Context: an optimization exercise on an open-source flow, tuned for small area, a short achievable clock period and few clock cycles. The choices shown serve that exercise and are no tape-out recipe. Function was checked by simulation only, so behaviour that the tests miss may differ from the original. No activity file was given, so power comes from the tool's default toggle rates.

v6:
==> flow/design.v <==
`timescale 1ns / 1ps
module process(
	input clk,
	input rst,
	input [23:0] in_pix,
	output reg [5:0] row, col,
	output reg out_we,
	output reg [23:0] out_pix,
	output reg mirror_done,
	output reg gray_done,
	output reg filter_done);
localparam PM = 2'd0, PG = 2'd1, PF = 2'd2;
reg [1:0]  phase, nphase;
reg [1:0]  sub, nsub;
reg [12:0] cnt, ncnt;
wire [6:0]  s = cnt[12:6];
wire [5:0]  i = cnt[5:0];
wire [12:0] cinc = cnt + 13'd1;
wire        last11 = (cnt[10:0] == 11'd2047);
wire        dirA  = cnt[6] ^ cnt[12];
wire [5:0]  a_row = cnt[11:6] ^ {6{cnt[12]}};
wire [5:0]  a_col = cnt[5:0] ^ {6{dirA}};
wire [13:0] wpx   = {1'b0, cnt} - 14'd66;
wire [5:0]  w_row = wpx[11:6];
wire [5:0]  w_col = wpx[5:0] ^ {6{~wpx[6]}};
wire        w_ok  = (wpx[13:12] == 2'b00);
reg [5:0] nrow, ncol;
reg nwe, nmd, ngd, nfd;
reg f_i0, f_s0, f_ra;
reg nf_i0, nf_s0, nf_ra;
reg f_byp, nf_byp;
always @(*) begin
	nphase = phase; nsub = sub; ncnt = cnt;
	nrow = a_row; ncol = a_col;
	nwe = 1'b0; nmd = 1'b0; ngd = 1'b0; nfd = 1'b0;
	nf_i0 = f_i0; nf_s0 = f_s0; nf_ra = f_ra; nf_byp = 1'b0;
	case (phase)
	PM: begin
		nrow = {sub == 2'd0, cnt[10:6] ^ {5{sub == 2'd0}}};
		ncol = cnt[5:0];
		nwe = (sub != 2'd2);
		nsub = (sub == 2'd2) ? 2'd0 : sub + 2'd1;
		if (sub == 2'd1) begin nmd = last11; ncnt = cinc; end
		if (sub == 2'd2 && cnt[11]) begin nphase = PG; ncnt = 13'd0; end
	end
	PG: begin
		nrow = cnt[10:5];
		ncol = {cnt[4:0], ~sub[0]};
		nwe = sub[0] ^ sub[1];
		nsub = sub + 2'd1;
		if (sub == 2'd2) begin ngd = last11; ncnt = cinc; end
		if (sub == 2'd3 && cnt[11]) begin
			nphase = PF; ncnt = 13'd0;
			nf_i0 = 1'b1; nf_s0 = 1'b1; nf_ra = 1'b1;
		end
	end
	default: begin
		case (sub)
		2'd0: begin
			nsub = 2'd1; ncnt = cinc; nf_byp = f_i0;
			nrow = w_row; ncol = w_col; nwe = w_ok;
			nfd = (cnt == 13'd4161);
		end
		2'd1: begin
			if (cnt == 13'd4162) begin
				nphase = PM; nsub = 2'd0; ncnt = 13'd0; nrow = 6'd0; ncol = 6'd0;
			end else if (i == 6'd2 && s != 7'd0 && !(cnt[12] && cnt[11:6] != 6'd0)) begin
				nsub = 2'd2; ncol = {6{dirA}};
			end else begin
				nsub = 2'd0;
				nwe = ~cnt[12] | (cnt == 13'd4096);
				nf_i0 = (i == 6'd0); nf_s0 = (cnt <= 13'd64); nf_ra = ~cnt[12];
			end
		end
		default: begin
			nsub = 2'd0;
			nwe = ~cnt[12];
			nf_i0 = 1'b0; nf_s0 = 1'b0; nf_ra = ~cnt[12];
		end
		endcase
	end
	endcase
end
always @(posedge clk) begin
	if (rst) begin
		phase <= PM; sub <= 2'd0; cnt <= 13'd0;
		f_i0 <= 1'b1; f_s0 <= 1'b1; f_ra <= 1'b1; f_byp <= 1'b0;
		row <= 6'd0; col <= 6'd0; out_we <= 1'b0;
		mirror_done <= 1'b0; gray_done <= 1'b0; filter_done <= 1'b0;
	end else begin
		phase <= nphase; sub <= nsub; cnt <= ncnt;
		f_i0 <= nf_i0; f_s0 <= nf_s0; f_ra <= nf_ra; f_byp <= nf_byp;
		row <= nrow; col <= ncol; out_we <= nwe;
		mirror_done <= nmd; gray_done <= ngd; filter_done <= nfd;
	end
end
reg [23:0] P;
reg [7:0]  G0, G1;
reg [8:0]  E;
reg signed [12:0] K;
reg [9:0]  J;
reg mxr, mxg, mxb, mnr, mng, mnb;
wire [7:0] pr = P[23:16], pg = P[15:8], pb = P[7:0];
wire [7:0] pmax = ({8{mxr}} & pr) | ({8{mxg}} & pg) | ({8{mxb}} & pb);
wire [7:0] pmin = ({8{mnr}} & pr) | ({8{mng}} & pg) | ({8{mnb}} & pb);
wire [8:0] gsum = {1'b0, pmax} + {1'b0, pmin};
wire irg = in_pix[23:16] > in_pix[15:8];
wire irb = in_pix[23:16] > in_pix[7:0];
wire igb = in_pix[15:8] > in_pix[7:0];
wire signed [12:0] pT = P[22:10];
wire [9:0] pH = P[9:0];
wire first = f_i0;
wire [9:0] Jn = pT[12] ? 10'd0 : (|pT[11:10]) ? 10'h3ff : pT[9:0];
wire [10:0] Dn = {1'b0, J} - {1'b0, out_pix[9:0]};
wire [7:0] Dcl = Dn[10] ? 8'd0 : (|Dn[9:8]) ? 8'd255 : Dn[7:0];
wire [9:0] Hs = {1'b0, E} + {2'b0, G0};
wire signed [12:0] Ts = K - $signed({5'b0, G0});
wire [9:0] Hn = first ? {1'b0, E} : Hs;
wire signed [12:0] Tn = first ? K : Ts;
wire fA = (phase == PF) && (sub == 2'd0);
always @(posedge clk) begin
	P <= f_byp ? {1'b0, Tn, Hn} : in_pix;
	mxr <= irg & irb;
	mxg <= ~(irg & irb) & igb;
	mxb <= ~(irg & irb) & ~igb;
	mnb <= irb & igb;
	mng <= ~(irb & igb) & irg;
	mnr <= ~(irb & igb) & ~irg;
	E <= {1'b0, G0} + {1'b0, G1};
	K <= fA ? K - $signed({3'b0, f_s0 ? 10'd0 : pH})
	        : $signed({2'b0, G0, 3'b000}) + $signed({5'b0, G0}) - $signed({5'b0, G1});
end
always @(posedge clk) begin
	case (phase)
	PM: out_pix <= in_pix;
	PG: out_pix <= {8'd0, gsum[8:1], 8'd0};
	default: begin
		case (sub)
		2'd0: begin
			out_pix <= {8'd0, Dcl, 8'd0};
			J <= Jn;
			G1 <= first ? 8'd0 : G0;
			G0 <= f_ra ? in_pix[15:8] : 8'd0;
		end
		2'd1: out_pix <= {1'b0, Tn, Hn};
		default: ;
		endcase
	end
	endcase
end
endmodule
==> flow/config.mk <==
export PLATFORM = sky130hd
export DESIGN_NAME = process
export DESIGN_NICKNAME = process
export VERILOG_FILES = /design/flow/design.v
export SDC_FILE = /design/flow/constraint.sdc
export NUM_CORES = 4
export LEC_CHECK = 0
export ABC_AREA = 1
export CAP_MARGIN = 20
export CORE_MARGIN = 2
export CORE_UTILIZATION = 45
export PLACE_DENSITY = 0.6
export SETUP_SLACK_MARGIN = 4.6
export SLEW_MARGIN = 20
==> flow/constraint.sdc <==
create_clock -name core_clock -period 7.0 [get_ports {clk}]
set_input_delay 1.4000 -clock core_clock [delete_from_list [all_inputs] [get_ports {clk}]]
set_output_delay 1.4000 -clock core_clock [all_outputs]
set_load 0.01 [all_outputs]
standard.sh (not shown) runs the stock make flow with config.mk's settings and CLKGATE_MAP_FILE= SYNTH_SCRIPT=/design/flow/synth_recipe.tcl, a recipe that flattens the netlist after the stock synthesis.
==> flow/flow/run.sh <==
#!/bin/bash
# The standard layout (the standard.sh, standard synthesis unchanged),
# except that the port buffers are sky130_fd_sc_hd__buf_2 cells.
# make's full output goes to make.log in the work folder; ORFS keeps each
# step's own log under orfs/logs.
set -euo pipefail
bash standard.sh "BUFFER_PORTS_ARGS=-buffer_cell sky130_fd_sc_hd__buf_2" finish > make.log 2>&1
Testbench counts of v6, summed over its fixed seeds: cycles 363,584.
[inputs] v7 vs v6
-- flow/design.v --
<<< v6, line 105
wire [7:0] pmin = ({8{mnr}} & pr) | ({8{mng}} & pg) | ({8{mnb}} & pb);
wire [8:0] gsum = {1'b0, pmax} + {1'b0, pmin};
wire irg = in_pix[23:16] > in_pix[15:8];
wire irb = in_pix[23:16] > in_pix[7:0];
wire igb = in_pix[15:8] > in_pix[7:0];
wire signed [12:0] pT = P[22:10];
wire [9:0] pH = P[9:0];
>>> v7, line 105
wire [7:0] pmin = ({8{mnr}} & pr) | ({8{mng}} & pg) | ({8{mnb}} & pb);
wire [8:0] gsum = {1'b0, pmax} + {1'b0, pmin};
function gt8(input [7:0] x, input [7:0] y);
	reg [7:0] gg, ee;
	reg [3:0] g1, e1;
	reg [1:0] g2, e2;
	integer k;
	begin
		gg = x & ~y;
		ee = ~(x ^ y);
		for (k = 0; k < 4; k = k + 1) begin
			g1[k] = gg[2*k+1] | (ee[2*k+1] & gg[2*k]);
			e1[k] = ee[2*k+1] & ee[2*k];
		end
		for (k = 0; k < 2; k = k + 1) begin
			g2[k] = g1[2*k+1] | (e1[2*k+1] & g1[2*k]);
			e2[k] = e1[2*k+1] & e1[2*k];
		end
		gt8 = g2[1] | (e2[1] & g2[0]);
	end
endfunction
wire irg = gt8(in_pix[23:16], in_pix[15:8]);
wire irb = gt8(in_pix[23:16], in_pix[7:0]);
wire igb = gt8(in_pix[15:8], in_pix[7:0]);
wire signed [12:0] pT = P[22:10];
wire [9:0] pH = P[9:0];
--- outcome ---
- Leakage power of the design: v7 and v6 compared, higher one is v7
- From v6 to v7 the numbers moved as follows: via count went down by 347; maximum clock skew at final layout was more or less identical.
- Share of the cycle needed by the critical path after routing delta for v7 relative to v6: 0.29 points higher
- Count of cells resized by post-cts repair (lower): v6
- v7: fraction of cell area in non-clock buffers higher than v6
- Between v7 and v6, sequential area share after synthesis is lower for v6, v7 comes in above that.
- Weighted congestion at the end of routability-driven global placement in v7 vs v6: up about 2.2%
- Compared v7 vs v6, and transition time at the pin with the least slew margin is up in v7.
Testbench counts of v7, summed over its fixed seeds: cycles 363,584.

========
Setup of P:
// process: RTL as listed in full above, without the edits since
Settings: LEC_CHECK=0, CAP_MARGIN=20, CORE_MARGIN=2, CORE_UTILIZATION=45, PLACE_DENSITY=0.6, SETUP_SLACK_MARGIN=4.2, SLEW_MARGIN=20; clock period 7.0 ns.
Scripts as last shown in full above: flow/flow/run.sh
Testbench counts of P, summed over its fixed seeds: cycles 363,584.
## Diff of input files: Q against P
diff --git a/flow/design.v b/flow/design.v
--- a/flow/design.v
+++ b/flow/design.v
@@ -103,11 +103,30 @@
 wire [7:0] pr = P[23:16], pg = P[15:8], pb = P[7:0];
 wire [7:0] pmax = ({8{mxr}} & pr) | ({8{mxg}} & pg) | ({8{mxb}} & pb);
 wire [7:0] pmin = ({8{mnr}} & pr) | ({8{mng}} & pg) | ({8{mnb}} & pb);
 wire [8:0] gsum = {1'b0, pmax} + {1'b0, pmin};
-wire irg = in_pix[23:16] > in_pix[15:8];
-wire irb = in_pix[23:16] > in_pix[7:0];
-wire igb = in_pix[15:8] > in_pix[7:0];
+function gt8(input [7:0] x, input [7:0] y);
+	reg [7:0] gg, ee;
+	reg [3:0] g1, e1;
+	reg [1:0] g2, e2;
+	integer k;
+	begin
+		gg = x & ~y;
+		ee = ~(x ^ y);
+		for (k = 0; k < 4; k = k + 1) begin
+			g1[k] = gg[2*k+1] | (ee[2*k+1] & gg[2*k]);
+			e1[k] = ee[2*k+1] & ee[2*k];
+		end
+		for (k = 0; k < 2; k = k + 1) begin
+			g2[k] = g1[2*k+1] | (e1[2*k+1] & g1[2*k]);
+			e2[k] = e1[2*k+1] & e1[2*k];
+		end
+		gt8 = g2[1] | (e2[1] & g2[0]);
+	end
+endfunction
+wire irg = gt8(in_pix[23:16], in_pix[15:8]);
+wire irb = gt8(in_pix[23:16], in_pix[7:0]);
+wire igb = gt8(in_pix[15:8], in_pix[7:0]);
 wire signed [12:0] pT = P[22:10];
 wire [9:0] pH = P[9:0];
 wire first = f_i0;
 wire [9:0] Jn = pT[12] ? 10'd0 : (|pT[11:10]) ? 10'h3ff : pT[9:0];
## What came out
Every stage of the flow completed for Q, and the final layout passed the timing, DRC and antenna checks.
Register share of the cell area (higher): P
Q reports its capture point of the critical path as out_pix[8]$_DFFE_PP_ while P reports K[11]$_DFF_P_.
Period utilization: higher on Q
| synthesized net count | Q vs P | about 4% higher |
Changes observed in Q relative to P: HPWL after detailed placement shows an increase of 2.6%, total power shows an increase of about 3.3%, number of stages on the worst setup path shows a reduction of 2, final area shows an increase of about 3%.
Comparing relative contribution of combinational cells to total power for P and Q, the smaller number came from Q.
Testbench counts of Q, summed over its fixed seeds: cycles 363,584.

## separate check: timing with driven ports
Ports are ideal in the flow. The routed layouts listed here were re-timed in OpenROAD.
Step 1, drivers: a clkbuf_16 drives clk and a buf_2 each remaining input, both assumed.
Step 2 also shifts input and output timing later by t, the mid clock arrival at the registers, as if the neighbouring blocks saw the same clock.
a / b / c = ideal / step 1 / step 2; a / b = the first two.
run | t, ns | setup slack, ns | worst register clock-pin slew, ns
v6 | 0.472 | 4.569 / 4.521 / 4.202 | 0.07 / 0.07
v7 | 0.472 | 4.549 / 4.501 / 4.255 | 0.07 / 0.07
P | 0.474 | 4.217 / 4.217 / 3.890 | 0.07 / 0.07
Q | 0.478 | 4.180 / 4.180 / 3.884 | 0.07 / 0.07
After both steps every run listed still meets setup and hold. For v6, which loses most, drivers alone change the setup slack by -0.048 ns; drivers and shift together by -0.367 ns.
